This design comes from an exercise in tuning for small area, a short achievable clock period and few clock cycles on the open sky130 flow, not from production work.
In this exercise RTL edits were held to simulation tests only and were not proved equivalent to the original.
Power is estimated from default activity; no workload was simulated.

<file path="design/flow/config.mk">
export PLATFORM = sky130hd
export DESIGN_NAME = cpu
export DESIGN_NICKNAME = cpu
export VERILOG_FILES = /design/flow/design.v
export SDC_FILE = /design/flow/constraint.sdc
export NUM_CORES = 4
export LEC_CHECK = 0
export ABC_AREA = 1
export CAP_MARGIN = 20
export CORE_MARGIN = 2
export CORE_UTILIZATION = 40
export SETUP_SLACK_MARGIN = 5
export SLEW_MARGIN = 20
</file>
<file path="design/flow/constraint.sdc">
create_clock -name core_clock -period 8.0 [get_ports {Clk}]
set_input_delay 1.6000 -clock core_clock [delete_from_list [all_inputs] [get_ports {Clk}]]
set_output_delay 1.6000 -clock core_clock [all_outputs]
set_load 0.01 [all_outputs]
</file>
<file path="design/flow/design.v">
`timescale 1ns / 1ps
module cpu(
    input             Clk,
    input             Reset_N,
    output     [15:0] i_address,
    input      [15:0] i_data,
    output reg        d_readM,
    output reg        d_writeM,
    output     [15:0] d_address,
    output     [15:0] d_wdata,
    input      [15:0] d_rdata,
    output reg [15:0] num_inst,
    output reg [15:0] output_port,
    output reg        is_halted
);
    reg [15:0] pc;
    reg [15:0] r0, r1, r2, r3;
    reg        ex_v;           
    reg [15:0] ex_a;           
    reg [15:0] ex_y;           
    reg [15:0] ex_b;           
    reg        ex_cin;         
    reg [15:0] ex_alt;         
    reg        ex_pt;          
    reg        ex_br;          
    reg [1:0]  ex_bop;         
    reg [6:0]  ex_sel;         
    reg        ex_wen;         
    reg        ex_ld;          
    reg        ex_st;          
    reg        ex_wwd;         
    reg        ex_hlt;         
    reg        ex_fwd;         
    reg [1:0]  ex_dst;
    reg        mem_wen;
    reg [1:0]  mem_dst;
    reg        mem_ld;
    reg [15:0] mem_res;        
    reg [15:0] mem_wd;         
    assign i_address = pc;
    assign d_address = mem_res;
    assign d_wdata   = mem_wd;
    wire [15:0] mem_val = mem_ld ? d_rdata : mem_res;
    function [15:0] rf;
        input [1:0] a;
        case (a)
            2'd0: rf = r0;
            2'd1: rf = r1;
            2'd2: rf = r2;
            default: rf = r3;
        endcase
    endfunction
    wire [16:0] s_g0 = {ex_a & ex_y, ex_cin};
    wire [16:0] s_p0 = {ex_a ^ ex_y, 1'b0};
    wire [16:0] s_g1 = s_g0 | (s_p0 & {s_g0[15:0], 1'b0});
    wire [16:0] s_p1 = s_p0 & {s_p0[15:0], 1'b0};
    wire [16:0] s_g2 = s_g1 | (s_p1 & {s_g1[14:0], 2'b0});
    wire [16:0] s_p2 = s_p1 & {s_p1[14:0], 2'b0};
    wire [16:0] s_g3 = s_g2 | (s_p2 & {s_g2[12:0], 4'b0});
    wire [16:0] s_p3 = s_p2 & {s_p2[12:0], 4'b0};
    wire [16:0] s_g4 = s_g3 | (s_p3 & {s_g3[8:0], 8'b0});
    wire [15:0] sum  = s_p0[16:1] ^ s_g4[15:0];
    wire [15:0] res = ({16{ex_sel[0]}} & sum) |
                      ({16{ex_sel[1]}} & (ex_a & ex_y)) |
                      ({16{ex_sel[2]}} & (ex_a | ex_y)) |
                      ({16{ex_sel[3]}} & ~ex_a) |
                      ({16{ex_sel[4]}} & {ex_a[14:0], 1'b0}) |
                      ({16{ex_sel[5]}} & {ex_a[15], ex_a[15:1]}) |
                      ({16{ex_sel[6]}} & ex_alt);
    reg cond;
    always @(*) begin
        case (ex_bop)
            2'd0: cond = ex_a != ex_y;
            2'd1: cond = ex_a == ex_y;
            2'd2: cond = !ex_a[15] && ex_a != 16'h0000;
            default: cond = ex_a[15];
        endcase
    end
    wire flush = ex_br && (cond != ex_pt);
    wire [3:0]  iop  = i_data[15:12];
    wire [1:0]  irs  = i_data[11:10];
    wire [1:0]  irt  = i_data[9:8];
    wire [5:0]  ifn  = i_data[5:0];
    wire [7:0]  imm  = i_data[7:0];
    wire [15:0] pc1  = pc + 16'd1;
    wire i_r    = iop == 4'd15;
    wire i_br   = iop[3:2] == 2'b00;
    wire i_jmp  = iop == 4'd9 || iop == 4'd10;
    wire i_jal  = iop == 4'd10;
    wire i_jr   = i_r && (ifn == 6'd25 || ifn == 6'd26);
    wire i_jrl  = i_r && ifn == 6'd26;
    wire i_alu  = i_r && ifn[5:3] == 3'd0;
    wire i_tcp  = i_alu && ifn[2:0] == 3'd5;
    wire i_sub  = i_alu && ifn[2:0] == 3'd1;
    wire i_adi  = iop == 4'd4;
    wire i_ori  = iop == 4'd5;
    wire i_lhi  = iop == 4'd6;
    wire i_ld   = iop == 4'd7;
    wire i_st   = iop == 4'd8;
    wire [7:0]  k_x  = pc1[7:0];
    wire [7:0]  k_g0 = k_x & imm;
    wire [7:0]  k_p0 = k_x | imm;
    wire        k_gb = (k_x[1] & imm[1]) | ((k_x[1] & k_x[0]) & imm[0]) |
                       ((imm[1] & k_x[0]) & imm[0]);
    wire [7:0]  k_g1 = {k_g0[7:2] | (k_p0[7:2] & k_g0[6:1]), k_gb, k_g0[0]};
    wire [7:0]  k_p1 = k_p0 & {k_p0[6:0], 1'b0};
    wire [7:0]  k_g2 = k_g1 | (k_p1 & {k_g1[5:0], 2'b0});
    wire [7:0]  k_p2 = k_p1 & {k_p1[5:0], 2'b0};
    wire [7:0]  k_g3 = k_g2 | (k_p2 & {k_g2[3:0], 4'b0});
    wire [7:0]  t_lo = k_x ^ (imm ^ {k_g3[6:0], 1'b0});
    wire        t_c8 = k_g3[7];
    wire [7:0]  hi_p = pc1[15:8] + 8'd1;
    wire [7:0]  hi_m = pc1[15:8] - 8'd1;
    wire [7:0]  hi_0 = imm[7] ? hi_m : pc1[15:8];    
    wire [7:0]  hi_1 = imm[7] ? pc1[15:8] : hi_p;    
    wire [7:0]  t_hi = ({8{t_c8}} & hi_1) | ({8{~t_c8}} & hi_0);
    wire [15:0] i_tgt = {t_hi, t_lo};
    wire        i_req = irs == irt;
    reg         i_bt;
    always @(*) begin
        case (iop[1:0])
            2'd0: i_bt = imm[7] || !i_req;
            2'd1: i_bt = imm[7] || i_req;
            2'd2: i_bt = 1'b1;
            default: i_bt = imm[7];
        endcase
        i_bt = i_bt && i_br;
    end
    wire i_use_rs = !(i_lhi || i_jmp);
    wire i_use_rt = (i_alu && ifn[2:1] == 2'd0) || (i_alu && ifn[2:1] == 2'd1) ||
                    i_st || iop == 4'd0 || iop == 4'd1;
    wire i_wen = i_adi || i_ori || i_lhi || i_ld || i_jal || i_alu || i_jrl;
    wire [1:0] i_dst = (i_jal || i_jrl) ? 2'd2 : i_r ? i_data[7:6] : irt;
    wire ex_w    = ex_v && ex_wen;
    wire hit_rs  = ex_w && ex_dst == irs;
    wire hit_b   = ex_w && ex_dst == irt;
    wire ld_wait = ex_ld && ((i_use_rs && ex_dst == irs) || (i_use_rt && ex_dst == irt));
    wire jr_wait = i_jr && hit_rs && !ex_fwd;
    wire stall   = ld_wait || jr_wait;
    wire [15:0] a_base = (mem_wen && mem_dst == irs) ? mem_val : rf(irs);
    wire [15:0] b_base = (mem_wen && mem_dst == irt) ? mem_val : rf(irt);
    wire [15:0] a_val  = hit_rs ? res : a_base;
    wire [15:0] b_val  = hit_b ? res : b_base;
    wire [15:0] i_rsv  = a_val;
    wire        a_zero = i_tcp || i_lhi;
    wire        y_inv  = i_sub || i_tcp;
    wire        y_reg  = i_r || i_br;
    reg  [15:0] y_imm;
    always @(*) begin
        case (iop[1:0])
            2'd1:    y_imm = {8'h00, imm};            
            2'd2:    y_imm = {imm, 8'h00};            
            default: y_imm = {{8{imm[7]}}, imm};      
        endcase
    end
    reg [15:0] npc;
    always @(*) begin
        if (flush)      npc = ex_alt;
        else if (stall) npc = pc;
        else if (i_jmp) npc = {pc1[15:12], i_data[11:0]};
        else if (i_bt)  npc = i_tgt;
        else if (i_jr)  npc = i_rsv;
        else            npc = pc1;
    end
    wire go = !flush && !stall;
    always @(posedge Clk or negedge Reset_N) begin
        if (!Reset_N) begin
            pc          <= 16'h0000;
            r0 <= 16'h0000; r1 <= 16'h0000; r2 <= 16'h0000; r3 <= 16'h0000;
            ex_v        <= 1'b0;
            ex_wen      <= 1'b0;
            ex_ld       <= 1'b0;
            ex_st       <= 1'b0;
            ex_br       <= 1'b0;
            ex_wwd      <= 1'b0;
            ex_hlt      <= 1'b0;
            mem_wen     <= 1'b0;
            mem_ld      <= 1'b0;
            d_readM     <= 1'b0;
            d_writeM    <= 1'b0;
            num_inst    <= 16'h0000;
            output_port <= 16'h0000;
            is_halted   <= 1'b0;
        end else begin
            pc <= npc;
            ex_v   <= go;
            ex_wen <= go && i_wen;
            ex_ld  <= go && i_ld;
            ex_st  <= go && i_st;
            ex_br  <= go && i_br;
            ex_wwd <= go && i_r && ifn == 6'd28;
            ex_hlt <= go && i_r && ifn == 6'd29;
            mem_wen  <= ex_w;
            mem_ld   <= ex_ld;
            d_readM  <= ex_ld;
            d_writeM <= ex_st;
            if (mem_wen) begin
                case (mem_dst)
                    2'd0: r0 <= mem_val;
                    2'd1: r1 <= mem_val;
                    2'd2: r2 <= mem_val;
                    default: r3 <= mem_val;
                endcase
            end
            if (ex_v) num_inst <= num_inst + 16'd1;
            if (ex_wwd) output_port <= ex_a;
            if (ex_hlt) is_halted <= 1'b1;
        end
    end
    always @(posedge Clk) begin
        ex_a    <= a_val & {16{~a_zero}};
        ex_y    <= (i_tcp ? a_val : y_reg ? b_val : y_imm) ^ {16{y_inv}};
        ex_b    <= b_val;
        ex_cin  <= y_inv;
        ex_alt  <= (i_bt || !i_br) ? pc1 : i_tgt;
        ex_pt   <= i_bt;
        ex_bop  <= iop[1:0];
        ex_sel  <= {i_jal || i_jrl,
                    i_alu && ifn[2:0] == 3'd7,
                    i_alu && ifn[2:0] == 3'd6,
                    i_alu && ifn[2:0] == 3'd4,
                    (i_alu && ifn[2:0] == 3'd3) || i_ori || i_lhi,
                    i_alu && ifn[2:0] == 3'd2,
                    (i_alu && (ifn[2:0] == 3'd0 || ifn[2:0] == 3'd1 || ifn[2:0] == 3'd5)) ||
                    i_adi || i_ld || i_st};
        ex_fwd  <= i_ori || i_lhi;
        ex_dst  <= i_dst;
        mem_dst <= ex_dst;
        mem_res <= res;
        mem_wd  <= ex_b;
    end
endmodule
</file>
<file path="design/flow/run.sh">
#!/bin/bash
# synth_recipe.tcl (not shown) runs the flow's synth.tcl, then flattens the netlist and writes it again
# the make line also repeats each setting of config.mk as NAME=value (left out here)
make -C /OpenROAD-flow-scripts/flow DESIGN_CONFIG=/design/flow/config.mk WORK_HOME=/design/flow/orfs CLKGATE_MAP_FILE= SYNTH_SCRIPT=/design/flow/synth_recipe.tcl finish
</file>
==> results of run 1 <==
-- metrics by stage --
stage               instances  setup WS [ns]
floorplan                2032           4.94
global placement         2539           3.18
detailed placement       2539           3.21
CTS                      2641           4.96
global route             2665           4.92
finish                   2665           5.02
-- area by class of cell --
type | instances | share of cell area, %
Multi-Input combinational cell | 1443 | 44.4
Sequential cell | 235 | 30.9
Inverter | 282 | 6.47
Tap cell | 455 | 3.29
Timing Repair inverter | 2 | 0.0941
Timing Repair Buffer | 197 | 9.79
Clock inverter | 10 | 0.449
Clock buffer | 41 | 4.63
-- metal layers --
metal / vias up / global-route usage [%] / routed length, um
met4: 0 / 12.8 / 2330
li1: 6927 / - / -
met1: 6943 / 41.7 / 24100
met5: - / 0 / 0
met2: 735 / 47.1 / 24400
met3: 141 / 5.13 / 4800
-- cells in the mapped netlist (2+ instances only) --
cell / number
a211oi_1: 11
a21oi_1: 126
a221oi_1: 15
a22oi_1: 3
a31oi_1: 3
and2_1: 2
buf_1: 3
buf_2: 25
buf_4: 4
clkbuf_1: 45
dfrtp_1: 123
dfxtp_1: 112
ha_1: 42
inv_1: 265
inv_2: 17
nand2_1: 548
nand2_2: 14
nand2_4: 2
nand3_1: 152
nand3_2: 2
nand3b_1: 4
nand4_1: 20
nor2_1: 173
nor2_2: 7
nor2_4: 4
nor3_1: 15
nor3_2: 3
nor4_1: 4
o2111ai_1: 3
o211ai_1: 31
o21a_1: 4
o21ai_0: 141
o21ai_1: 12
o21bai_1: 3
o221ai_1: 8
o22ai_1: 29
or2_0: 5
or2_2: 12
xnor2_1: 11
xor2_1: 18
-- worst register-to-register path, stage by stage (launching register included) --
cell        delay, ns
dfxtp_2          0.38
clkinvlp_4       0.13
fa_1             0.46
inv_1            0.12
nand3_1          0.09
nand2_1          0.13
nand2_1          0.07
nand2_1          0.15
a21oi_1          0.08
o21ai_1          0.20
nand2_1          0.24
o21ai_0          0.20
inv_1            0.11
nand2_1          0.07
nand3_1          0.14
o21ai_0          0.11
o21ai_0          0.12
-- cells by family (layout without fill, tap and decap cells) --
| kind of cell | after synthesis | after routing | share of synthesized area (%) |
|---|---|---|---|
| AO/OA/AOI/OAI | 392 | 392 | 16.1 |
| XOR/XNOR | 29 | 29 | 1.82 |
| adder cells (fa/ha/maj) | 43 | 43 | 3.92 |
| buffers and inverters | 359 | 532 | 10.0 |
| flip-flops | 235 | 235 | 38.2 |
| multiplexers | 2 | 2 | 0.153 |
| AND/OR/NAND/NOR | 972 | 977 | 29.8 |
-- power groups by stage --
stage | registers (mW) | logic [mW] | clock network, mW
after global routing | 1.91 | 2.68 | 1.29
final | 1.88 | 2.43 | 1.22
after global placement | 1.93 | 2.17 | 0
after detailed placement | 1.93 | 2.19 | 0
after floorplan | 1.84 | 1.39 | 0
after CTS | 1.87 | 2.31 | 1.24
-- worst paths after layout --
path | slack, ns | startpoint | end
max in group asynchronous | 5.79 | Reset_N | num_inst[14]
max | 5.02 | d_rdata[15] | ex_y[15]
min in group asynchronous | 1.09 | Reset_N | r3[0]
min | 0.32 | ex_b[4] | mem_wd[4]
min reg2reg | 0.32 | ex_b[4] | mem_wd[4]
max reg2reg | 5.07 | ex_a[0] | ex_y[7]
-- timing repair --
item	CTS	global route
pin swaps	20	17
resized for setup	239	75
buffers inserted	44	22
setup endpoints to repair	179	53
cloned	7	2
==> run notes, run 1 <==
- Hold WC Path Type: flop to flop
- Synth Cell Area: 0.0139 mm2
- CP max stage cell: clkdlybuf4s50_1
- Yosys cell types: 51
- HPWL Detailed: 39.5 mm
- Vias in the first global route: 13900
- Sequential element share of the synthesized area: 38.2%
- Hold Crit Depth: 0
- Cell family with most CP delay: compound AO/OA/AOI/OAI gates
- CTS tree: yes
- Hold_ws: 0.325 ns
- Max-slew violation count: 0
- Peak VDD IR: 0.000184 V
- Pwr per Cell Area: 320 mW/mm2
- Worst Path Arrival: 3.42 ns
- Worst Max-Slew Pin Slew: 1.03 ns
- Unrepaired setup endpoints after global routing: yes
- Slew headroom: 31.3%
- Tcrit/Tclk final: 37.2%
- Root buf cell: clkbuf_16
- FF+latch count, synth: 235
- Buf/Inv on CP: 2
- Reg2Reg Depth: 16
- Final nets: 2266
- Row cnt: 68
- Routed vias/inst: 5.53
- Most frequent cells in the layout: nand2_1, inv_1, nor2_1, nand3_1, o21ai_0
- Yosys top cell by area: dfrtp_1
- Sw Ratio: 43.7%
- Critical path launch point type: primary input
- Routed len/inst: 20.9 um
- Logic pwr share: 43.9%
- Post-synth top area share: 22.1%
- Cells along the critical path: clkdlybuf4s50_1, or2_2, o21ai_1, inv_1, o21ai_0, o21ai_1, nand2_1, nand3_1, nand2_1, o21ai_0
- Die height: 191 um
- Run status: no timing/DRC/antenna violations
- Clk Latency, worst-skew pair: 0.58 ns
- Synth area leaders: dfrtp_1, dfxtp_1, nand2_1
- Syn avg cell area: 6.86 um2
- Multi-input gate area: 0.00767 mm2
- Core Util, Final: 50.2%
- Initial DRC Count: 1406
- Total power draw: 5.54 mW
- Fmax: 336 MHz
- Seq. cell area: 0.00534 mm2
- Worst-path clk slew: 0.06 ns
- Crit end category: flop
- CP Max Fanout: 4
- Layout cell share with drive strength beyond 1: 13.7%
- H-tree levels: 1
- Power share of the clock group: 22.1%
- Final Critical Period: 2.98 ns
- Via count: 14700
- Cell area after layout: 0.0173 mm2
- Synth Warn #: 1
- Final Hold Fails: 0
- Max clock buf depth: 3
- Critical Path Stages: 10
- All-Layer GR Usage: 30.3%
- Post-synth EDFFs: 0
- Max Clock Skew: 0.0247 ns
- Critical Path RT: 8.44 ns
- Synth Flop Type: dfrtp_1
- DRC Markers: 0
- Setup violations, final: 0
- Total gr overflow: 0
- Initial antenna violation count: 1
- Total Routed Length: 55.7 mm
- Async S/R FF share, synth: 52.3%
- CTS sink cnt: 235
- Psw: 2.42 mW
- Die footprint: 0.0363 mm2
- Port Buf Inserts: 116
- Dpl cell area: 0.0155 mm2
- Int Power: 3.11 mW
- Hold Buf Count CTS: 0
- DRT antenna net count: 0
- Syn nets: 2109
- Commonest non-fill, non-tap cell in the layout: nand2_1
- Leak: 8.51 nW
- CP Class: primary input to flop
- Cells after synthesis: 2032
- Setup TNS: 0 ns
- RePlAce Congestion: 0.959
- Max-cap violation count: 0
- First-pass GRT wire length: 83.6 mm
- Max stage delay on crit path: 0.39 ns
- Area Overhead vs Synth: 24.1%
- Filler cells: 3522
- Diode count: 0
- Reg power frac: 34.0%
- Pre-Repair DR Iteration Count: 5
- Core ar.: 0.0345 mm2
- Num ports: 117
- TritonCTS buffer count: 28
- Starting Density: 40.4%
- Die Width: 191 um
- Pin count of the biggest net entering global routing: 85
Testbench counts, summed over its fixed seeds: cycles 315,823.
==> run 2: changes to the inputs <==
--- a/design/flow/config.mk
+++ b/design/flow/config.mk
@@ -8,6 +8,6 @@
 export ABC_AREA = 1
 export CAP_MARGIN = 20
 export CORE_MARGIN = 2
-export CORE_UTILIZATION = 40
+export CORE_UTILIZATION = 50
 export SETUP_SLACK_MARGIN = 5
 export SLEW_MARGIN = 20
==> run 2 against run 1 <==
Against the previous run:
- sequential share of layout area is 0.15 points lower
- fmax is 0.37% lower
- register-to-register slack better by 0.10 ns
- die area is 20% lower
- clock skew is 0.0080 ns lower
- via count is 0.25% higher
- sequential power hardly changed
- global-route usage is 5.7 points higher
- critical endpoint is now d_wdata[2]
- largest power group unchanged
==> run notes, run 2 <==
- Total Routed Length: 53.9 mm (-3.1%)
- FF+latch count, synth: 235 (unchanged)
- Synth area leaders: dfrtp_1, dfxtp_1, nand2_1
- Cell family with most CP delay: buffers and inverters
- Max Clock Skew: 0.0167 ns (-0.00801 ns)
- Hold Crit Depth: 0 (unchanged)
- Final nets: 2257 (-0.40%)
- Multi-input gate area: 0.00777 mm2 (+1.3%)
- Leak: 8.58 nW (+0.87%)
- Worst setup endpoint: d_wdata[2]
- Num ports: 117 (unchanged)
- Reg2Reg Depth: 13 (-3)
- Syn nets: 2109 (unchanged)
- Synth Area in Adders: 3.92% (unchanged)
- Final Critical Period: 2.99 ns (+0.0111 ns)
- Cells after synthesis: 2032 (unchanged)
- Syn avg cell area: 6.86 um2 (unchanged)
- Worst-path clk slew: 0.06 ns (about the same)
- Max stage delay on crit path: 0.53 ns (+0.14 ns)
- Max-slew violation count: 0 (unchanged)
- WL met2: 24.3 mm (-0.42%)
- Diode count: 0 (unchanged)
- Area Overhead vs Synth: 24.6%
- Synth Warn #: 1 (unchanged)
- Max-cap violation count: 0 (unchanged)
- Xor and xnor area share after synthesis: 1.82% (unchanged)
- Cells along the critical path: clkdlybuf4s50_1
- Hold WC Path Type: flop to flop
- CP max stage cell: clkdlybuf4s50_1
- Placed insts: 2461 (-3.1%)
- Yosys cell types: 51 (unchanged)
- Post-synth EDFFs: 0 (unchanged)
- First-pass GRT wire length: 79.8 mm (-4.6%)
- Tcrit/Tclk final: 37.3% (+0.14 points)
- Post-Place Worst Slack: 3.02 ns (-0.196 ns)
- Via count: 14800 (+0.25%)
- Fmax: 335 MHz (-0.37%)
- Setup violations, final: 0 (unchanged)
- R2r startpoint: ex_a[14]
- Seq. cell area: 0.00534 mm2 (about the same)
- Filler cells: 2610 (-26%)
- Mux contribution to synthesized area: 0.153% (unchanged)
- Hold_ws: 0.327 ns (+0.00177 ns)
- Fin cells: 2578 (-3.3%)
- HPWL Detailed: 38.3 mm (-3.1%)
- CP Max Fanout: 1 (-3)
- Clk Latency, worst-skew pair: 0.55 ns (-0.03 ns)
- Complex-gate fraction of the synthesized area: 16.1% (unchanged)
- RePlAce Congestion: 0.972 (+1.4%)
- Async S/R FF share, synth: 52.3% (unchanged)
- Yosys top cell by area: dfrtp_1
- CTS tree: yes
- Setup TNS: 0 ns (unchanged)
- Pre-Repair DR Iteration Count: 6 (+1)
- Pin count of the biggest net entering global routing: 69 (-19%)
- Final worst slack: 5.01 ns (-0.0111 ns)
- Crit end category: output port
- Core ar.: 0.0276 mm2 (-20%)
- Total gr overflow: 0 (unchanged)
- DR top layer: met4
- Max clock buf depth: 3 (unchanged)
- Die height: 171 um (-10%)
- Met1 WL: 22.0 mm (-8.9%)
- Synth Cell Area: 0.0139 mm2 (unchanged)
- TritonCTS buffer count: 27 (-3.6%)
- Starting Density: 50.4% (+10 points)
- CTS sink cnt: 235 (unchanged)
- Peak VDD IR: 0.000208 V (+13%)
- Pwr per Cell Area: 325 mW/mm2 (+1.3%)
- Sequential element share of the synthesized area: 38.2% (unchanged)
- H-tree levels: 1 (unchanged)
- Initial DRC Count: 1782 (+27%)
- Slew headroom: 33.0% (+1.7 points)
- Die footprint: 0.0292 mm2 (-20%)
- Final Hold Fails: 0 (unchanged)
- Initial antenna violation count: 1 (unchanged)
- Critical path launch point type: flop
- Critical Path RT: 6.40 ns (-2.04 ns)
- Worst Setup SP: mem_wd[2]
- Run status: no timing/DRC/antenna violations
- Vias in the first global route: 13500 (-3.1%)
- Commonest non-fill, non-tap cell in the layout: nand2_1
- Worst Max-Slew Pin Slew: 1.01 ns (-0.0248 ns)
- Buf/Inv on CP: 1 (-1)
- All-Layer GR Usage: 36.0% (+5.7 points)
- Synth Flop Type: dfrtp_1
- Largest family of logic cells by synthesized area: simple AND/OR/NAND/NOR gates
- Most frequent cells in the layout: nand2_1, inv_1, nor2_1, nand3_1, o21ai_0
- Synth Area in Simple Gates: 29.8% (unchanged)
- Worst Path Arrival: 1.39 ns (-2.03 ns)
- Routed vias/inst: 5.73 (+3.6%)
- Critical Path Stages: 1 (-9)
- Row cnt: 61 (-10%)
- Post-synth top cells: nand2_1, inv_1, nor2_1
- Post-synth top area share: 22.1% (unchanged)
- Crit Reg-Reg Endpoint: pc[13]
- Hold Buf Count CTS: 0 (unchanged)
- Flop2flop setup slack: 5.17 ns (+0.10 ns)
- DRT antenna net count: 0 (unchanged)
- DRC Markers: 0 (unchanged)
- Layout cell share with drive strength beyond 1: 14.4% (+0.70 points)
- Die Width: 171 um (-10%)
- Port Buf Inserts: 116 (unchanged)
- Count leader, synth: nand2_1
- Unrepaired setup endpoints after global routing: no
- Root buf cell: clkbuf_16
- CP Class: flop to output port
- Met3 wire len: 5.36 mm (+12%)
- Routed len/inst: 20.9 um (+0.15%)
## run 2: cell types whose count changed in the layout (fill, tap and decap cells not counted), moves of 6 or more
cell / delta
a221oi_2: +7
dlygate4sd2_1: -10
buf_4: -14
nand3_1: -7
clkinv_4: +6
clkbuf_1: -9
clkinv_2: -6
nand3_2: +7
a221oi_1: -6
## run 2: how the worst min path moves through the flow
| stage | startpoint | end | slack, ns |
|---|---|---|---|
| finish | ex_b[2] | mem_wd[2] | 0.33 |
| global route | ex_b[14] | mem_wd[14] | 0.33 |
| CTS | ex_b[2] | mem_wd[2] | 0.33 |
| detailed placement | ex_b[2] | mem_wd[2] | 0.31 |
| global placement | ex_b[2] | mem_wd[2] | 0.31 |
| floorplan | ex_b[0] | mem_wd[0] | 0.31 |
## run 2: where the power goes
part / switching (mW) / internal (mW)
sequential: 0.332 / 1.57
clock: 0.559 / 0.785
combinational: 1.54 / 0.848
## run 2: layer usage
layer,up-vias,track usage [%]
met5,-,0
met4,0,13.4
met1,6910,48.9
met2,821,58.3
met3,154,5.51
li1,6898,-
## run 2: what timing repair did
item | in CTS | in global routing
gates cloned | 5 | 2
pin swaps | 16 | 15
gates resized for setup | 221 | 113
endpoints found under the setup margin | 172 | 65
setup buffers | 45 | 16
## run 2: logic make-up after synthesis
kind of cell | count (synthesis)
xor+xnor | 29
mux | 2
flops | 235
buf+inv | 359
simple gates | 972
compound gates | 392
fa+ha+maj | 43
## run 2: area by class of cell
type                       instances  share of cell area (%)
clock inverter                    18                    1.23
multi-input combinational       1442                    44.7
clock buffer                      31                    4.34
inverter                         282                    6.39
timing repair buffer             191                    9.74
tap                              378                    2.72
timing repair inverter             1                  0.0649
sequential                       235                    30.8
## run 2: stage by stage
| step | total power, mW | util, % | cell area [um2] |
|---|---|---|---|
| after floorplan | 3.23 | - | 14000 |
| after global placement | 4.08 | 55.7 | 15400 |
| after detailed placement | 4.11 | 55.7 | 15400 |
| after CTS | 5.51 | 61.2 | 16900 |
| after global routing | 5.96 | 62.8 | 17400 |
| final | 5.63 | 62.8 | 17400 |
==> run 3: changes to the inputs <==
--- a/design/flow/design.v
+++ b/design/flow/design.v
@@ -18,7 +18,6 @@
     reg        ex_v;           
     reg [15:0] ex_a;           
     reg [15:0] ex_y;           
-    reg [15:0] ex_b;           
     reg        ex_cin;         
     reg [15:0] ex_alt;         
     reg        ex_pt;          
@@ -210,9 +209,8 @@
     always @(posedge Clk) begin
         ex_a    <= a_val & {16{~a_zero}};
         ex_y    <= (i_tcp ? a_val : y_reg ? b_val : y_imm) ^ {16{y_inv}};
-        ex_b    <= b_val;
         ex_cin  <= y_inv;
-        ex_alt  <= (i_bt || !i_br) ? pc1 : i_tgt;
+        ex_alt  <= i_st ? b_val : (i_bt || !i_br) ? pc1 : i_tgt;
         ex_pt   <= i_bt;
         ex_bop  <= iop[1:0];
         ex_sel  <= {i_jal || i_jrl,
@@ -227,6 +225,6 @@
         ex_dst  <= i_dst;
         mem_dst <= ex_dst;
         mem_res <= res;
-        mem_wd  <= ex_b;
+        mem_wd  <= ex_alt;
     end
 endmodule
--- a/design/flow/config.mk
+++ b/design/flow/config.mk
@@ -8,6 +8,6 @@
 export ABC_AREA = 1
 export CAP_MARGIN = 20
 export CORE_MARGIN = 2
-export CORE_UTILIZATION = 50
-export SETUP_SLACK_MARGIN = 5
+export CORE_UTILIZATION = 40
+export SETUP_SLACK_MARGIN = 4.8
 export SLEW_MARGIN = 20
==> run 3 against run 2 <==
Against the previous run:
- clock power decreased by 13%
- synthesized cell count decreased by 2.8%
- total power decreased by 3.7%
- largest power group unchanged
- fmax decreased by 5.7%
- area after synthesis decreased by 2.3%
- non-clock buffer count decreased by 24
- first-iteration DRC count decreased by 9.2%
- clock skew increased by 0.00071 ns
- utilization decreased by 13 points
- cell count decreased by 0.39%
- critical path depth unchanged
- still clean on timing, DRC and antenna
- cell area decreased by 4.4%
==> run notes, run 3 <==
- RePlAce Congestion: 1.06 (+8.6%)
- CTS tree: yes
- Xor and xnor area share after synthesis: 2.19% (+0.36 points)
- Cell family with most CP delay: buffers and inverters
- First-pass GRT wire length: 82.2 mm (+3.0%)
- All-Layer GR Usage: 30.3% (-5.7 points)
- Synth Area in Simple Gates: 29.6% (-0.25 points)
- Die height: 188 um (+10%)
- Complex-gate fraction of the synthesized area: 17.9% (+1.9 points)
- Synth Flop Type: dfrtp_1
- Sequential element share of the synthesized area: 36.7% (-1.5 points)
- Die Width: 188 um (+10%)
- Syn nets: 2052 (-2.7%)
- Critical path launch point type: flop
- H-tree levels: 1 (unchanged)
- Run status: no timing/DRC/antenna violations
- Num ports: 117 (unchanged)
- Syn avg cell area: 6.89 um2 (+0.56%)
- FF+latch count, synth: 219 (-6.8%)
- CP Class: flop to output port
- Leak: 7.71 nW (-10%)
- Crit end category: output port
- DRC Markers: 0 (unchanged)
- DR top layer: met4
- Critical Path RT: 6.40 ns (about the same)
- Max-cap violation count: 0 (unchanged)
- Total gr overflow: 0 (unchanged)
- Slew headroom: 38.2% (+5.2 points)
- Worst Path Arrival: 1.57 ns (+0.18 ns)
- Row cnt: 67 (+9.8%)
- Post-synth top cells: nand2_1, inv_1, nor2_1
- Core ar.: 0.0335 mm2 (+21%)
- Initial antenna violation count: 1 (unchanged)
- Cells along the critical path: clkdlybuf4s50_1
- Worst-path clk slew: 0.06 ns (about the same)
- Routed len/inst: 21.4 um (+2.5%)
- DRT antenna net count: 0 (unchanged)
- Setup TNS: 0 ns (unchanged)
- Synth area leaders: dfrtp_1, nand2_1, dfxtp_1
- Yosys top cell by area: dfrtp_1
- Routed vias/inst: 5.59 (-2.6%)
- Area Overhead vs Synth: 21.9%
- Hold WC Path Type: flop to flop
- Max clock buf depth: 3 (unchanged)
- Mux contribution to synthesized area: 0% (-0.15 points)
- Pwr per Cell Area: 327 mW/mm2 (+0.76%)
- Setup violations, final: 0 (unchanged)
- WL met2: 23.8 mm (-2.0%)
- Yosys cell types: 54 (+5.9%)
- Fmax: 316 MHz (-5.7%)
- Total Routed Length: 55.1 mm (+2.1%)
- Initial DRC Count: 1618 (-9.2%)
- Cells after synthesis: 1975 (-2.8%)
- Tcrit/Tclk final: 39.6% (+2.2 points)
- Root buf cell: clkbuf_16
- CP max stage cell: clkdlybuf4s50_1
- Die footprint: 0.0355 mm2 (+22%)
- Unrepaired setup endpoints after global routing: no
- Core Util, Final: 49.5% (-13 points)
- Buf/Inv on CP: 1 (unchanged)
- Final Hold Fails: 0 (unchanged)
- Count leader, synth: nand2_1
- Filler cells: 3366 (+29%)
- Final nets: 2175 (-3.6%)
- Final worst slack: 4.83 ns (-0.180 ns)
- Synth Warn #: 1 (unchanged)
- Peak VDD IR: 0.000163 V (-21%)
- Largest family of logic cells by synthesized area: simple AND/OR/NAND/NOR gates
- Synth Cell Area: 0.0136 mm2 (-2.3%)
- Pin count of the biggest net entering global routing: 69 (unchanged)
- Worst Max-Slew Pin Slew: 0.928 ns (-0.0778 ns)
- Final Critical Period: 3.17 ns (+0.180 ns)
- Synth Area in Adders: 4.01% (+0.091 points)
- Layout cell share with drive strength beyond 1: 11.9% (-2.5 points)
- Post-synth EDFFs: 0 (unchanged)
- CTS sink cnt: 219 (-6.8%)
- Clk Latency, worst-skew pair: 0.55 ns (about the same)
- Via count: 14300 (-3.0%)
- Max Clock Skew: 0.0174 ns (+0.000714 ns)
- Commonest non-fill, non-tap cell in the layout: nand2_1
- Met1 WL: 23.8 mm (+8.3%)
- Async S/R FF share, synth: 56.2% (+3.8 points)
- Hold_ws: 0.418 ns (+0.0908 ns)
- Max stage delay on crit path: 0.57 ns (+0.04 ns)
- Max-slew violation count: 0 (unchanged)
- Vias in the first global route: 13200 (-2.4%)
- HPWL Detailed: 40.4 mm (+5.4%)
- Most frequent cells in the layout: nand2_1, inv_1, nor2_1, o21ai_0, nand3_1
- CP Max Fanout: 6 (+5)
- TritonCTS buffer count: 26 (-3.7%)
- Post-synth top area share: 22.6% (+0.51 points)
- Post-Place Worst Slack: 2.31 ns (-0.702 ns)
- Port Buf Inserts: 116 (unchanged)
- Starting Density: 40.6% (-9.8 points)
- Met3 wire len: 4.92 mm (-8.2%)
- Pre-Repair DR Iteration Count: 7 (+1)
==> run 3: changes by cell type after synthesis, moves of 9 or more <==
cell / delta
nand3_1: -19
inv_1: -28
o211ai_1: +18
and2_1: +9
inv_2: -9
nand2_1: -17
o21ai_0: +13
dfxtp_1: -16
==> run 3: metal layers <==
layer | GRT usage [%] | vias up
met5 | 0 | -
met4 | 13.6 | 0
met3 | 5.01 | 140
met2 | 46.3 | 716
met1 | 42.2 | 6747
li1 | - | 6742
==> run 3: stage by stage <==
step	std cells	area [um2]	power (mW)
final	2568	16600	5.43
after global routing	2566	16600	5.76
after CTS	2555	16400	5.35
after detailed placement	2473	15100	4.11
after global placement	2473	15100	4.09
after floorplan	1975	13600	3.11
==> run 3: kinds of logic (layout without fill, tap and decap cells) <==
| family | Yosys count | count (layout) |
|---|---|---|
| simple gates | 938 | 940 |
| compound gates | 417 | 417 |
| buf+inv | 324 | 465 |
| flops | 219 | 219 |
| fa+ha+maj | 43 | 43 |
| xor+xnor | 34 | 34 |
| other cells | 0 | 2 |
==> run 3: final timing paths <==
kind | startpoint | end | slack (ns) | depth (start not counted)
worst max-delay path | pc[8] | i_address[8] | 4.83 | 1
worst min-delay path | ex_dst[1] | mem_dst[1] | 0.42 | 0
worst max register to register | ex_a[1] | pc[2] | 4.96 | 13
worst min register to register | ex_dst[1] | mem_dst[1] | 0.42 | 0
max in group asynchronous | Reset_N | pc[4] | 5.64 | 2
min in group asynchronous | Reset_N | r2[11] | 1.06 | 1
==> run 3: final cells by class <==
type	count	area, um2	share of cell area [%]
clock buffer	40	753	4.54
timing repair buffer	167	1530	9.23
tap	448	561	3.38
antenna	2	5.00	0.0302
timing repair inverter	5	36.3	0.219
multi-input combinational	1434	7650	46.1
clock inverter	8	82.6	0.498
inverter	245	965	5.81
sequential	219	5020	30.2
==> run 3: worst register-to-register path: cells and delay by family, from the launching register on <==
kind,cells,cell delay [ns]
fa+ha+maj,1,0.48
simple gates,6,0.84
buf+inv,1,0.18
compound gates,5,1.03
flops,1,0.41
==> run 3: power by group <==
| group | internal [mW] | switching, mW | leakage (nW) |
|---|---|---|---|
| registers | 1.47 | 0.388 | 2.33 |
| clock network | 0.681 | 0.482 | 0.408 |
| logic | 0.866 | 1.55 | 4.98 |
==> run 3: repair_timing <==
| item | 4_1_cts | 5_1_grt |
|---|---|---|
| buffers inserted | 28 | 10 |
| gates cloned | 6 | 1 |
| hold buffers | 0 | 0 |
| pin swaps | 13 | 14 |
| resized for setup | 116 | 76 |
| setup endpoints to repair | 86 | 67 |
Testbench counts of run 3, summed over its fixed seeds: cycles 315,823.
==> run 4: changes to the inputs <==
--- a/design/flow/config.mk
+++ b/design/flow/config.mk
@@ -9,5 +9,6 @@
 export CAP_MARGIN = 20
 export CORE_MARGIN = 2
 export CORE_UTILIZATION = 40
-export SETUP_SLACK_MARGIN = 4.8
+export PLACE_DENSITY = 0.75
+export SETUP_SLACK_MARGIN = 5
 export SLEW_MARGIN = 20
==> run 4 against run 3 <==
Against the previous run:
- fmax up 5.0%
- register-to-register slack better by 0.15 ns
- sequential power fell by 3%
- setup slack better by 0.15 ns
- clock skew is 0.016 ns higher
- total power up 2.2%
- critical path depth increased by 7
- clock power rose by 5%
- critical endpoint is now ex_y[12]
==> run notes, run 4 <==
- Root buf cell: clkbuf_16
- Die height: 188 um (unchanged)
- Peak VDD IR: 0.000180 V (+10%)
- Final nets: 2219 (+2.0%)
- Max-cap violation count: 0 (unchanged)
- TritonCTS buffer count: 25 (-3.8%)
- Post-synth top cells: nand2_1, inv_1, nor2_1
- Worst-path clk slew: 0.06 ns (about the same)
- Worst Max-Slew Pin Slew: 0.846 ns (-0.0820 ns)
- CTS sink cnt: 219 (unchanged)
- Vias in the first global route: 14100 (+6.9%)
- Count leader, synth: nand2_1
- Synth area leaders: dfrtp_1, nand2_1, dfxtp_1
- CP Max Fanout: 16 (+10)
- Unrepaired setup endpoints after global routing: yes
- Routed len/inst: 21.3 um (-0.47%)
- Max-slew violation count: 0 (unchanged)
- First-pass GRT wire length: 83.7 mm (+1.8%)
- Synth Cell Area: 0.0136 mm2 (unchanged)
- Crit Reg-Reg Endpoint: pc[8]
- Pin count of the biggest net entering global routing: 67 (-2.9%)
- RePlAce Congestion: 1.01 (-4.5%)
- Post-synth top area share: 22.6% (unchanged)
- Run status: no timing/DRC/antenna violations
- Setup violations, final: 0 (unchanged)
- Cell area after layout: 0.0173 mm2 (+4.1%)
- Filler cells: 3313 (-1.6%)
- Pre-Repair DR Iteration Count: 7 (unchanged)
- Slew headroom: 43.6% (+5.5 points)
- Final Critical Period: 3.02 ns (-0.149 ns)
- DRC Markers: 0 (unchanged)
- Total gr overflow: 0 (unchanged)
- Max Clock Skew: 0.0333 ns (+0.0159 ns)
- Pwr per Cell Area: 321 mW/mm2 (-1.8%)
- Max clock buf depth: 3 (unchanged)
- Routed vias/inst: 5.70 (+2.0%)
- Total Routed Length: 55.7 mm (+1.1%)
- HPWL Detailed: 39.4 mm (-2.3%)
- All-Layer GR Usage: 30.4% (+0.058 points)
- Port Buf Inserts: 116 (unchanged)
- Flop2flop setup slack: 5.11 ns (+0.15 ns)
- Commonest non-fill, non-tap cell in the layout: nand2_1
- DRT antenna net count: 0 (unchanged)
- Final Hold Fails: 0 (unchanged)
- Critical Path RT: 8.41 ns (+2.01 ns)
- Via count: 14900 (+3.6%)
- Cells after synthesis: 1975 (unchanged)
- Worst Setup SP: i_data[9]
- Tcrit/Tclk final: 37.7% (-1.9 points)
- Critical path launch point type: primary input
- Core Util, Final: 51.5% (+2.0 points)
- Layout cell share with drive strength beyond 1: 16.9% (+5.1 points)
- H-tree levels: 1 (unchanged)
- Synth Warn #: 1 (unchanged)
- Hold WC Path Type: flop to flop
- Syn nets: 2052 (unchanged)
- Synth Flop Type: dfrtp_1
- CP Class: primary input to flop
- CTS tree: yes
- Sequential element share of the synthesized area: 36.7% (unchanged)
- Die footprint: 0.0355 mm2 (unchanged)
- Worst setup endpoint: ex_y[12]
- Starting Density: 40.6% (unchanged)
- Area Overhead vs Synth: 26.9%
- Crit end category: flop
- Post-synth EDFFs: 0 (unchanged)
- FF+latch count, synth: 219 (unchanged)
- Clk Latency, worst-skew pair: 0.56 ns (about the same)
- Setup TNS: 0 ns (unchanged)
- Yosys top cell by area: dfrtp_1
- Core ar.: 0.0335 mm2 (unchanged)
- Leak: 8.28 nW (+7.3%)
- Syn avg cell area: 6.89 um2 (unchanged)
- Worst Path Arrival: 3.42 ns (+1.85 ns)
- Yosys cell types: 54 (unchanged)
- R2r startpoint: pc[0]
- Initial antenna violation count: 2 (+1)
- Diode count: 0 (-2)
- HP Start: ex_st
- Die Width: 188 um (unchanged)
- Initial DRC Count: 1719 (+6.2%)
- Most frequent cells in the layout: nand2_1, inv_1, nor2_1, nand3_1, o21ai_0
- Num ports: 117 (unchanged)
- Dpl cell area: 0.0151 mm2 (+0.38%)
- Row cnt: 67 (unchanged)
- Fmax: 331 MHz (+5.0%)
- Reg2Reg Depth: 16 (+3)
- Async S/R FF share, synth: 56.2% (unchanged)
run 4: stage by stage:
| stage | hold WS (ns) | cells | power (mW) | setup WS (ns) |
|---|---|---|---|---|
| floorplan | 0.331 | 1975 | 3.12 | 4.88 |
| global placement | 0.336 | 2467 | 4.03 | 2.72 |
| detailed placement | 0.336 | 2467 | 4.06 | 2.68 |
| CTS | 0.349 | 2582 | 5.37 | 4.96 |
| global route | 0.366 | 2609 | 5.85 | 4.90 |
| finish | 0.346 | 2609 | 5.55 | 4.98 |
run 4: worst min path at each step:
stage,to,slack (ns),cells after the start
floorplan,d_writeM,0.33,0
global placement,d_writeM,0.34,0
detailed placement,d_writeM,0.34,0
CTS,d_writeM,0.35,0
global route,d_writeM,0.37,0
finish,d_writeM,0.35,0
run 4: repair_timing:
item	in CTS	in global routing
setup endpoints to repair	143	57
resized for setup	227	130
hold buffers	0	0
endpoints found under the hold margin	0	0
buffers inserted	63	24
cloned	6	3
pin swaps	24	21
run 4: cell type report:
| cell class | count | area [um2] | area share [%] |
|---|---|---|---|
| repair inverters | 4 | 26.3 | 0.152 |
| clock buffers | 34 | 796 | 4.61 |
| well taps | 448 | 561 | 3.24 |
| repair buffers | 212 | 1840 | 10.7 |
| inverters | 245 | 992 | 5.74 |
| flip-flops and latches | 219 | 5020 | 29.1 |
| multi-input cells | 1435 | 7940 | 46.0 |
| clock inverters | 12 | 95.1 | 0.550 |
run 4: cell families (layout without fill, tap and decap cells):
group	Yosys count	after routing	share of synthesized area (%)
AND/OR/NAND/NOR	938	941	29.6
AO/OA/AOI/OAI	417	417	17.9
buffers and inverters	324	507	9.57
flip-flops	219	219	36.7
adder cells (fa/ha/maj)	43	43	4.01
XOR/XNOR	34	34	2.19
run 4: where the power goes:
part,internal (mW),switching [mW],total [mW]
sequential,1.46,0.328,1.79
clock,0.709,0.513,1.22
combinational,0.897,1.64,2.53
total,3.07,2.48,5.55
run 4: critical path, cell delays in order:
cell and delay, ns:
clkbuf_4 0.20, o21ai_0 0.13, a21oi_2 0.26, nand2_8 0.16, o211ai_1 0.40, nand2_1 0.19
o211ai_1 0.33, o21ai_0 0.13
run 4: metal layers:
metal  track usage, %  up-vias  part of all wire [%]
li1                 -     6834                     -
met1             41.1     6909                    41
met2             46.8      910                    43
met3             5.40      209                    10
met4             15.1        2                   6.2
met5                0        -                 0.023
==> run 5: changes to the inputs <==
--- a/design/flow/config.mk
+++ b/design/flow/config.mk
@@ -9,6 +9,6 @@
 export CAP_MARGIN = 20
 export CORE_MARGIN = 2
 export CORE_UTILIZATION = 40
-export PLACE_DENSITY = 0.75
+export PLACE_DENSITY = 0.45
 export SETUP_SLACK_MARGIN = 5
 export SLEW_MARGIN = 20
==> run 5 against run 4 <==
Against the previous run:
- still clean
- cell area up 1.3%
- flip-flop and latch count is the same
- non-clock buffer count grew 13
- combinational power about the same
- critical endpoint is now pc[9]
==> run notes, run 5 <==
- Run status: no timing/DRC/antenna violations
- Syn avg cell area: 6.89 um2 (unchanged)
- Num ports: 117 (unchanged)
- Syn nets: 2052 (unchanged)
- CTS tree: yes
- Pwr per Cell Area: 319 mW/mm2 (-0.77%)
- Sequential element share of the synthesized area: 36.7% (unchanged)
- Cell family with most CP delay: buffers and inverters
- H-tree levels: 1 (unchanged)
- RePlAce Congestion: 0.967 (-4.1%)
- Psw: 2.50 mW (+1.1%)
- Reg power frac: 32.6% (+0.3 points)
- FF+latch count, synth: 219 (unchanged)
- Worst path most repeated cell: nand3_1
- Core ar.: 0.0335 mm2 (unchanged)
- Max-cap violation count: 0 (unchanged)
- Yosys top cell by area: dfrtp_1
- Worst Max-Slew Pin Slew: 0.966 ns (+0.120 ns)
- Tcrit/Tclk final: 37.3% (-0.42 points)
- Worst Path Arrival: 3.43 ns (about the same)
- HPWL Detailed: 41.7 mm (+5.6%)
- Setup TNS: 0 ns (unchanged)
- Synth area leaders: dfrtp_1, nand2_1, dfxtp_1
- Final nets: 2235 (+0.72%)
- CTS sink cnt: 219 (unchanged)
- Hold WC Path Type: flop to flop
- Setup violations, final: 0 (unchanged)
- Filler cells: 3460 (+4.4%)
- Post-synth EDFFs: 0 (unchanged)
- Final Critical Period: 2.98 ns (-0.0338 ns)
- Sw Ratio: 44.9% (+0.23 points)
- Hold Buf Count CTS: 0 (unchanged)
- Logic pwr share: 45.1% (-0.6 points)
- Peak VDD IR: 0.000194 V (+7.5%)
- Final Hold Fails: 0 (unchanged)
- Commonest non-fill, non-tap cell in the layout: nand2_1
- Vias in the first global route: 13600 (-3.2%)
- Worst-path clk slew: 0.06 ns (about the same)
- Fmax: 335 MHz (+1.1%)
- Int Power: 3.08 mW (+0.15%)
- Max clock buf depth: 3 (unchanged)
- Die footprint: 0.0355 mm2 (unchanged)
- Yosys cell types: 54 (unchanged)
- Async S/R FF share, synth: 56.2% (unchanged)
- Routed len/inst: 22.2 um (+4.1%)
- Count leader, synth: nand2_1
- Synth Cell Area: 0.0136 mm2 (unchanged)
- Post-synth top area share: 22.6% (unchanged)
- Unrepaired setup endpoints after global routing: yes
- Core Util, Final: 52.2% (+0.69 points)
- Layout cell share with drive strength beyond 1: 17.7% (+0.78 points)
- Total power draw: 5.58 mW (+0.56%)
- Total gr overflow: 0 (unchanged)
- Critical Path RT: 8.45 ns (+0.04 ns)
- Die Width: 188 um (unchanged)
- All-Layer GR Usage: 32.0% (+1.6 points)
- Total Routed Length: 58.4 mm (+4.8%)
- Pre-Repair DR Iteration Count: 6 (-1)
- Area Overhead vs Synth: 28.6%
- Buf/Inv on CP: 6 (+5)
- Pin count of the biggest net entering global routing: 65 (-3.0%)
- Root buf cell: clkbuf_16
- Most frequent cells in the layout: nand2_1, inv_1, nor2_1, nand3_1, o21ai_0
- Max-slew violation count: 0 (unchanged)
- Starting Density: 40.6% (unchanged)
- CP Max Fanout: 6 (-10)
- Synth Warn #: 1 (unchanged)
- CP Class: primary input to flop
- Cells along the critical path: buf_6, clkinvlp_4, buf_4, nor2_4, buf_12, clkbuf_16, a221oi_2, o211ai_1, o211ai_1, buf_4, nand3_1, nand2_1, nand3_1, nand3_1, nand2_1
- Leak: 8.36 nW (+1.0%)
- Initial DRC Count: 1479 (-14%)
- Clk Latency, worst-skew pair: 0.56 ns (about the same)
- Die height: 188 um (unchanged)
- First-pass GRT wire length: 86.4 mm (+3.3%)
- Synth Flop Type: dfrtp_1
- Diode count: 0 (unchanged)
- Power share of the clock group: 22.3% (+0.3 points)
- TritonCTS buffer count: 27 (+8.0%)
- CP max stage cell: a221oi_2
- Max Clock Skew: 0.0162 ns (-0.0171 ns)
- Initial antenna violation count: 1 (-1)
- DRC Markers: 0 (unchanged)
- Critical path launch point type: primary input
- DRT antenna net count: 0 (unchanged)
- Via count: 14600 (-1.5%)
- Max stage delay on crit path: 0.24 ns (-0.16 ns)
- Crit end category: flop
- Row cnt: 67 (unchanged)
- Post-synth top cells: nand2_1, inv_1, nor2_1
- Cells after synthesis: 1975 (unchanged)
- Slew headroom: 35.6% (-8.0 points)
- Routed vias/inst: 5.57 (-2.2%)
- Port Buf Inserts: 116 (unchanged)
==> run 5: cell counts after synthesis <==
No cell type changed its count.
==> run 5: kinds of logic (layout without fill, tap and decap cells) <==
logic type | count (synthesis) | count (layout) | share of synthesized area (%)
flip-flops | 219 | 219 | 36.7
buffers and inverters | 324 | 526 | 9.57
adder cells (fa/ha/maj) | 43 | 43 | 4.01
XOR/XNOR | 34 | 34 | 2.19
AND/OR/NAND/NOR | 938 | 940 | 29.6
AO/OA/AOI/OAI | 417 | 417 | 17.9
==> run 5: final timing paths <==
check | from | endpoint | slack, ns | cells past startpoint
worst max register to register | pc[0] | ex_alt[14] | 5.18 | 17
max in group asynchronous | Reset_N | pc[3] | 5.56 | 2
worst max-delay path | i_data[10] | pc[9] | 5.02 | 15
worst min-delay path | ex_dst[0] | mem_dst[0] | 0.40 | 0
min in group asynchronous | Reset_N | num_inst[15] | 1.03 | 1
worst min register to register | ex_dst[0] | mem_dst[0] | 0.40 | 0
==> run 5: what timing repair did <==
item | CTS | global route
setup endpoints to repair | 155 | 72
gates resized for setup | 255 | 119
pin swaps | 31 | 32
cloned | 7 | 4
setup buffers | 61 | 35
==> run 5: layout make-up <==
class	count	area, um2	area share [%]
clock buffers	42	813	4.64
clock inverters	8	82.6	0.472
inverters	245	998	5.70
multi-input cells	1434	7960	45.4
flip-flops and latches	219	5020	28.7
well taps	448	561	3.20
repair buffers	225	2040	11.7
repair inverters	6	41.3	0.236
==> run 5: routing by layer <==
layer	track usage, %	part of all wire [%]
met1	45.7	45
met2	49.8	44
met3	4.66	7.3
met4	10.2	3.6
met5	0	0.022
==> run 5: worst register-to-register path: stages (launching register included) <==
cell and delay, ns:
dfrtp_2 0.43, buf_4 0.19, ha_1 0.24, nand2_2 0.14
nor2_8 0.07, buf_4 0.14, nand3_4 0.06, nand2_1 0.05
nand2_1 0.17, nor2_1 0.13, a21oi_2 0.24, nand2_2 0.09
nor2_4 0.20, nand2_1 0.10, nand3_1 0.09, nand2_2 0.10
o21ai_1 0.18, nand2_1 0.07
==> run 5: power by group through the flow <==
stage          clock, mW  combinational (mW)  sequential, mW
3_5_place_dp           0                2.27            1.85
4_1_cts             1.26                2.39            1.79
6_report            1.24                2.52            1.82
2_1_floorplan          0                1.39            1.73
3_3_place_gp           0                2.26            1.85
5_1_grt             1.30                2.76            1.85
==> run 5: through the flow <==
step,setup slack (ns),instance area [um2],hold WS (ns),std cells
CTS,5.00,16800,0.400,2588
global route,4.97,17500,0.415,2627
global placement,2.79,15100,0.383,2470
finish,5.02,17500,0.405,2627
detailed placement,2.69,15100,0.391,2470
floorplan,4.88,13800,0.331,1975
==> run 6: changes to the inputs <==
==> design/flow/config.mk (replaced) <==
export PLATFORM = sky130hd
export DESIGN_NAME = cpu
export DESIGN_NICKNAME = cpu
export VERILOG_FILES = /design/flow/design.v
export SDC_FILE = /design/flow/constraint.sdc
export NUM_CORES = 4
export LEC_CHECK = 0
export CAP_MARGIN = 20
export CORE_MARGIN = 2
export CORE_UTILIZATION = 40
export SETUP_SLACK_MARGIN = 5
export SLEW_MARGIN = 20
==> run 6 against run 5 <==
Against the previous run:
- clock power barely moved
- synthesized cell count decreased by 27%
- critical path type unchanged
- utilization increased by 6.7 points
==> run notes, run 6 <==
- Run status: no timing/DRC/antenna violations
- Max Clock Skew: 0.0209 ns (+0.00475 ns)
- Vias in the first global route: 12300 (-9.5%)
- Num ports: 117 (unchanged)
- Diode count: 0 (unchanged)
- Final Critical Period: 3.40 ns (+0.418 ns)
- Yosys top cell by area: dfrtp_1
- Initial antenna violation count: 1 (unchanged)
- Dpl cell area: 0.0148 mm2 (-2.5%)
- Max-cap violation count: 0 (unchanged)
- Tcrit/Tclk final: 42.5% (+5.2 points)
- FF+latch count, synth: 219 (unchanged)
- Cells after synthesis: 1439 (-27%)
- Die Width: 184 um (-2.4%)
- Pre-Repair DR Iteration Count: 5 (-1)
- Core Util, Final: 58.9% (+6.7 points)
- Synth Warn #: 1 (unchanged)
- HPWL Detailed: 34.7 mm (-17%)
- Sequential element share of the synthesized area: 38.6% (+1.9 points)
- Hold Buf Count CTS: 0 (unchanged)
- Placed insts: 1890 (-23%)
- Cell area after layout: 0.0187 mm2 (+6.7%)
- Setup violations, final: 0 (unchanged)
- Worst-path clk slew: 0.07 ns (about the same)
- RePlAce Congestion: 0.977 (+0.98%)
- Post-synth top area share: 23.8% (+1.2 points)
- Cells along the critical path: buf_2, a22oi_2, buf_4, a2111oi_4, and4bb_4, or4b_4, nand2_4, a211oi_1, or3_1
- Leak: 7.90 nW (-5.5%)
- Count leader, synth: nand2_1
- TritonCTS buffer count: 26 (-3.7%)
- Setup TNS: 0 ns (unchanged)
- CP Max Fanout: 10 (+4)
- CP Class: primary input to flop
- Area Overhead vs Synth: 44.3%
- Final nets: 1758 (-21%)
- Critical Path RT: 8.43 ns (-0.02 ns)
- Post-synth top cells: nand2_1, o21ai_0, dfrtp_1
- Post-synth EDFFs: 0 (unchanged)
- Syn avg cell area: 9.00 um2 (+31%)
- Hold WC Path Type: flop to flop
- DRC Markers: 0 (unchanged)
- H-tree levels: 1 (unchanged)
- Crit end category: flop
- Via count: 13000 (-11%)
- All-Layer GR Usage: 30.7% (-1.3 points)
- CTS tree: yes
- Row cnt: 65 (-3.0%)
- Final Hold Fails: 0 (unchanged)
- First-pass GRT wire length: 78.1 mm (-9.6%)
- Pin count of the biggest net entering global routing: 79 (+22%)
- Max clock buf depth: 3 (unchanged)
- Worst Path Arrival: 3.83 ns (+0.40 ns)
- Total gr overflow: 0 (unchanged)
- CP max stage cell: or4b_4
- Core ar.: 0.0317 mm2 (-5.4%)
- Total power draw: 6.63 mW (+19%)
- Routed vias/inst: 6.19 (+11%)
- CTS sink cnt: 219 (unchanged)
- DRT antenna net count: 0 (unchanged)
- Critical path launch point type: primary input
- Fmax: 294 MHz (-12%)
- Synth Flop Type: dfrtp_1
- Synth area leaders: dfrtp_1, dfxtp_1, mux4_2
- Synth Cell Area: 0.0130 mm2 (-4.9%)
- Worst Max-Slew Pin Slew: 0.912 ns (-0.0532 ns)
- Layout cell share with drive strength beyond 1: 35.3% (+18 points)
- Die footprint: 0.0338 mm2 (-4.8%)
- Root buf cell: clkbuf_16
- Syn nets: 1516 (-26%)
- Die height: 184 um (-2.4%)
- Fin cells: 2103 (-20%)
- Pwr per Cell Area: 355 mW/mm2 (+11%)
- Routed len/inst: 25.1 um (+13%)
- Starting Density: 40.8% (+0.24 points)
- Max-slew violation count: 0 (unchanged)
- Total Routed Length: 52.8 mm (-9.5%)
- Filler cells: 2733 (-21%)
- Async S/R FF share, synth: 56.2% (unchanged)
- Peak VDD IR: 0.000233 V (+20%)
- Max stage delay on crit path: 0.50 ns (+0.26 ns)
- Slew headroom: 38.7% (+3.1 points)
- Yosys cell types: 85 (+57%)
- Most frequent cells in the layout: buf_4, nand2_1, dfrtp_1, o21ai_0, nor2_1
- Commonest non-fill, non-tap cell in the layout: buf_4
- Initial DRC Count: 1720 (+16%)
- Unrepaired setup endpoints after global routing: yes
- Clk Latency, worst-skew pair: 0.56 ns (about the same)
- Port Buf Inserts: 116 (unchanged)
run 6: kinds of logic after synthesis:
logic type      share of synthesized area (%)
simple gates                             15.9
compound gates                           20.5
flops                                    38.6
buf+inv                                  4.49
mux                                      10.9
xor+xnor                                 5.20
fa+ha+maj                                4.38
run 6: worst max-delay path, delay by kind of cell:
| kind | cells | cell delay (ns) |
|---|---|---|
| AO/OA/AOI/OAI | 3 | 0.53 |
| AND/OR/NAND/NOR | 4 | 1.24 |
| buffers and inverters | 2 | 0.46 |
run 6: where the power goes:
part | switching [mW] | total, mW | internal [mW]
Clock | 0.517 | 1.26 | 0.741
Sequential | 0.405 | 1.92 | 1.52
Combinational | 1.87 | 3.45 | 1.58
Total | 2.79 | 6.63 | 3.84
run 6: final timing paths:
kind / from / to / slack (ns) / cells past startpoint
setup / recovery: i_data[4] / ex_alt[15] / 4.60 / 9
max in group asynchronous: Reset_N / num_inst[3] / 5.73 / 2
hold / removal: ex_st / d_writeM / 0.38 / 0
setup reg to reg: pc[0] / ex_alt[15] / 4.69 / 12
hold reg to reg: ex_st / d_writeM / 0.38 / 0
min in group asynchronous: Reset_N / r0[11] / 1.09 / 1
run 6: cell type report:
cell class | instances | area, um2 | share of cell area (%)
multi-input cells | 1072 | 8950 | 47.9
flip-flops and latches | 219 | 5080 | 27.2
repair buffers | 300 | 2950 | 15.8
clock buffers | 36 | 836 | 4.47
well taps | 402 | 503 | 2.69
inverters | 61 | 259 | 1.39
clock inverters | 12 | 98.8 | 0.529
repair inverters | 1 | 6.26 | 0.0335
run 6: stage by stage:
step | hold WS (ns) | worst slack, ns
global route | 0.383 | 4.55
global placement | 0.340 | 2.76
finish | 0.380 | 4.60
floorplan | 0.331 | 4.29
CTS | 0.373 | 4.62
detailed placement | 0.350 | 2.80
run 6: timing repair:
| item | CTS | global route |
|---|---|---|
| gates resized for setup | 426 | 127 |
| setup buffers | 114 | 41 |
| gates cloned | 9 | 1 |
| endpoints found under the setup margin | 149 | 67 |
| pin swaps | 71 | 66 |
run 6: metal layers:
| layer | vias up | global-route usage, % | wire length (um) |
|---|---|---|---|
| li1 | 5746 | - | - |
| met1 | 6437 | 43.4 | 22700 |
| met2 | 704 | 47.2 | 23400 |
| met3 | 134 | 4.36 | 4500 |
| met4 | 2 | 12.4 | 2220 |
| met5 | - | 0 | 13 |
==> run 7: changes to the inputs <==
--- a/design/flow/config.mk
+++ b/design/flow/config.mk
@@ -5,6 +5,7 @@
 export SDC_FILE = /design/flow/constraint.sdc
 export NUM_CORES = 4
 export LEC_CHECK = 0
+export ABC_AREA = 1
 export CAP_MARGIN = 20
 export CORE_MARGIN = 2
 export CORE_UTILIZATION = 40
==> run 7 against run 6 <==
Against the previous run:
- still clean on timing, DRC and antenna
- register-to-register slack improved by 0.42 ns
- fmax increased by 14%
- combinational power decreased by 26%
- die area increased by 5.0%
- clock power about the same
- first-iteration DRC count increased by 7.8%
- critical endpoint is now d_wdata[2]
==> run notes, run 7 <==
- H-tree levels: 1 (unchanged)
- Pre-Repair DR Iteration Count: 7 (+2)
- Routed len/inst: 22.0 um (-13%)
- Starting Density: 40.6% (-0.24 points)
- Placed insts: 2470 (+31%)
- Max stage delay on crit path: 0.52 ns (+0.02 ns)
- Post-synth top area share: 22.6% (-1.2 points)
- Pwr per Cell Area: 323 mW/mm2 (-8.9%)
- Syn avg cell area: 6.89 um2 (-23%)
- FF+latch count, synth: 219 (unchanged)
- Final Critical Period: 2.97 ns (-0.429 ns)
- Fmax: 337 MHz (+14%)
- Worst setup endpoint: d_wdata[2]
- Buf/Inv on CP: 1 (-1)
- Hold WC Path Type: flop to flop
- Hold Buf Count CTS: 0 (unchanged)
- Peak VDD IR: 0.000172 V (-26%)
- Area Overhead vs Synth: 27.5%
- Run status: no timing/DRC/antenna violations
- Worst Setup SP: mem_wd[2]
- Total gr overflow: 0 (unchanged)
- R2r startpoint: ex_a[7]
- Reg2Reg Depth: 14 (+2)
- Yosys top cell by area: dfrtp_1
- Cells along the critical path: clkdlybuf4s50_1
- Crit end category: output port
- CP Class: flop to output port
- Xor and xnor area share after synthesis: 2.19% (-3.0 points)
- Worst-path clk slew: 0.06 ns (about the same)
- Critical Path RT: 6.40 ns (-2.03 ns)
- HP Start: ex_dst[0]
- Max Clock Skew: 0.0142 ns (-0.00673 ns)
- Crit Reg-Reg Endpoint: pc[12]
- Fin cells: 2613 (+24%)
- Vias in the first global route: 13500 (+9.5%)
- TritonCTS buffer count: 26 (unchanged)
- Async S/R FF share, synth: 56.2% (unchanged)
- Slew headroom: 40.8% (+2.1 points)
- Row cnt: 67 (+3.1%)
- Core ar.: 0.0335 mm2 (+5.7%)
- Commonest non-fill, non-tap cell in the layout: nand2_1
- Root buf cell: clkbuf_16
- Routed vias/inst: 5.62 (-9.3%)
- DRT antenna net count: 0 (unchanged)
- CTS tree: yes
- Die footprint: 0.0355 mm2 (+5.0%)
- Synth Cell Area: 0.0136 mm2 (+5.1%)
- Final Hold Fails: 0 (unchanged)
- All-Layer GR Usage: 31.4% (+0.76 points)
- Synth Area in Adders: 4.01% (-0.37 points)
- Max-slew violation count: 0 (unchanged)
- Initial antenna violation count: 2 (+1)
- Largest family of logic cells by synthesized area: simple AND/OR/NAND/NOR gates
- Leak: 8.34 nW (+5.5%)
- Final nets: 2221 (+26%)
- Critical path launch point type: flop
- Complex-gate fraction of the synthesized area: 17.9% (-2.6 points)
- Clk Latency, worst-skew pair: 0.55 ns (about the same)
- Setup TNS: 0 ns (unchanged)
- Post-synth top cells: nand2_1, inv_1, nor2_1
- Max clock buf depth: 3 (unchanged)
- Syn nets: 2052 (+35%)
- Critical Path Stages: 1 (-8)
- CP Max Fanout: 1 (-9)
- CP max stage cell: clkdlybuf4s50_1
- Core Util, Final: 51.8% (-7.1 points)
- Count leader, synth: nand2_1
- Synth Warn #: 1 (unchanged)
- Synth Flop Type: dfrtp_1
- Setup violations, final: 0 (unchanged)
- Post-synth EDFFs: 0 (unchanged)
- Via count: 14700 (+13%)
- Pin count of the biggest net entering global routing: 65 (-18%)
- CTS sink cnt: 219 (unchanged)
- DRC Markers: 0 (unchanged)
- Worst Max-Slew Pin Slew: 0.888 ns (-0.0245 ns)
- Synth area leaders: dfrtp_1, nand2_1, dfxtp_1
- Die Width: 188 um (+2.5%)
- Layout cell share with drive strength beyond 1: 16.7% (-19 points)
- Worst Path Arrival: 1.37 ns (-2.46 ns)
- Yosys cell types: 54 (-36%)
- Synth Area in Simple Gates: 29.6% (+14 points)
- RePlAce Congestion: 1.03 (+5.5%)
- Sequential element share of the synthesized area: 36.7% (-1.9 points)
- HPWL Detailed: 41.0 mm (+18%)
- Unrepaired setup endpoints after global routing: yes
- Num ports: 117 (unchanged)
- Most frequent cells in the layout: nand2_1, inv_1, nor2_1, o21ai_0, nand3_1
- Total Routed Length: 57.4 mm (+8.6%)
- Hold Crit Depth: 0 (unchanged)
- Die height: 188 um (+2.5%)
- Max-cap violation count: 0 (unchanged)
- Tcrit/Tclk final: 37.1% (-5.4 points)
- Cells after synthesis: 1975 (+37%)
- Hold_ws: 0.407 ns (+0.0272 ns)
- Mux contribution to synthesized area: 0% (-11 points)
- Initial DRC Count: 1854 (+7.8%)
- First-pass GRT wire length: 85.2 mm (+9.1%)
- Cell family with most CP delay: buffers and inverters
- Flop2flop setup slack: 5.11 ns (+0.42 ns)
- Port Buf Inserts: 116 (unchanged)
## run 7: final cells by class
type,instances,area (um2)
well taps,448,561
clock inverters,10,144
inverters,245,988
flip-flops and latches,219,5020
fillers,3323,16200
multi-input cells,1433,7900
repair inverters,4,30.0
repair buffers,215,1970
clock buffers,38,746
diodes,1,2.50
## run 7: repair_timing
| item | in CTS | in global routing |
|---|---|---|
| pin swaps | 27 | 31 |
| setup endpoints to repair | 149 | 73 |
| gates resized for setup | 236 | 127 |
| cloned | 6 | 1 |
| buffers inserted | 61 | 26 |
## run 7: cells by family after synthesis
group,Yosys count
buf+inv,324
simple gates,938
fa+ha+maj,43
flops,219
compound gates,417
xor+xnor,34
## run 7: worst min-delay path by stage
| stage | slack [ns] | to |
|---|---|---|
| 2_1_floorplan | 0.33 | d_writeM |
| 3_3_place_gp | 0.38 | mem_ld |
| 3_5_place_dp | 0.39 | mem_ld |
| 4_1_cts | 0.41 | mem_dst[1] |
| 5_1_grt | 0.41 | mem_dst[0] |
| 6_report | 0.41 | mem_dst[0] |
## run 7: metrics by stage
step	setup slack [ns]	total power, mW	area, um2
after floorplan	4.88	3.12	13800
after global placement	2.83	4.11	15100
after detailed placement	2.62	4.13	15100
after CTS	5.00	5.44	16800
after global routing	4.95	5.92	17400
final	5.03	5.61	17400
## run 7: layer usage
layer,part of all wire (%),vias up,global-route usage [%]
met5,0.024,-,0
met4,4.5,2,12.7
met1,43,6958,44.7
li1,-,6831,-
met2,43,749,47.8
met3,9.1,136,4.77
## run 7: where the power goes
part           internal, mW  switching, mW  leakage, nW  total (mW)
registers              1.47          0.356         2.33        1.82
logic                 0.893           1.66         5.58        2.55
clock network         0.744          0.496        0.438        1.24

-- separate check: timing with driven ports --
Ports are ideal in the flow. The routed layouts listed here were re-timed in OpenROAD. Step 1 sets driving cells, clkbuf_16 on the clock port and buf_2 on the other inputs (assumed; they add their load-dependent delay and slew). Step 2 also shifts input and output timing later by t, the mid clock arrival at the registers, as if the neighbouring blocks saw the same clock. a / b / c = ideal / step 1 / step 2; a / b = the first two.
run	t, ns	setup slack, ns	worst setup path after step 2
run 1	0.617	5.025 / 4.989 / 4.435	input to register
run 2	0.593	5.014 / 4.962 / 4.469	input to register
run 3	0.595	4.834 / 4.778 / 4.276	input to register
run 4	0.593	4.983 / 4.969 / 4.407	input to register
run 5	0.603	5.017 / 5.018 / 4.433	input to register
run 6	0.606	4.599 / 4.570 / 3.964	input to register
run 7	0.595	5.028 / 4.979 / 4.452	input to register
After both steps setup and hold are still met in every run listed. The setup slack of run 6, which loses most, moves by -0.029 ns with the drivers and by -0.635 ns with both steps.
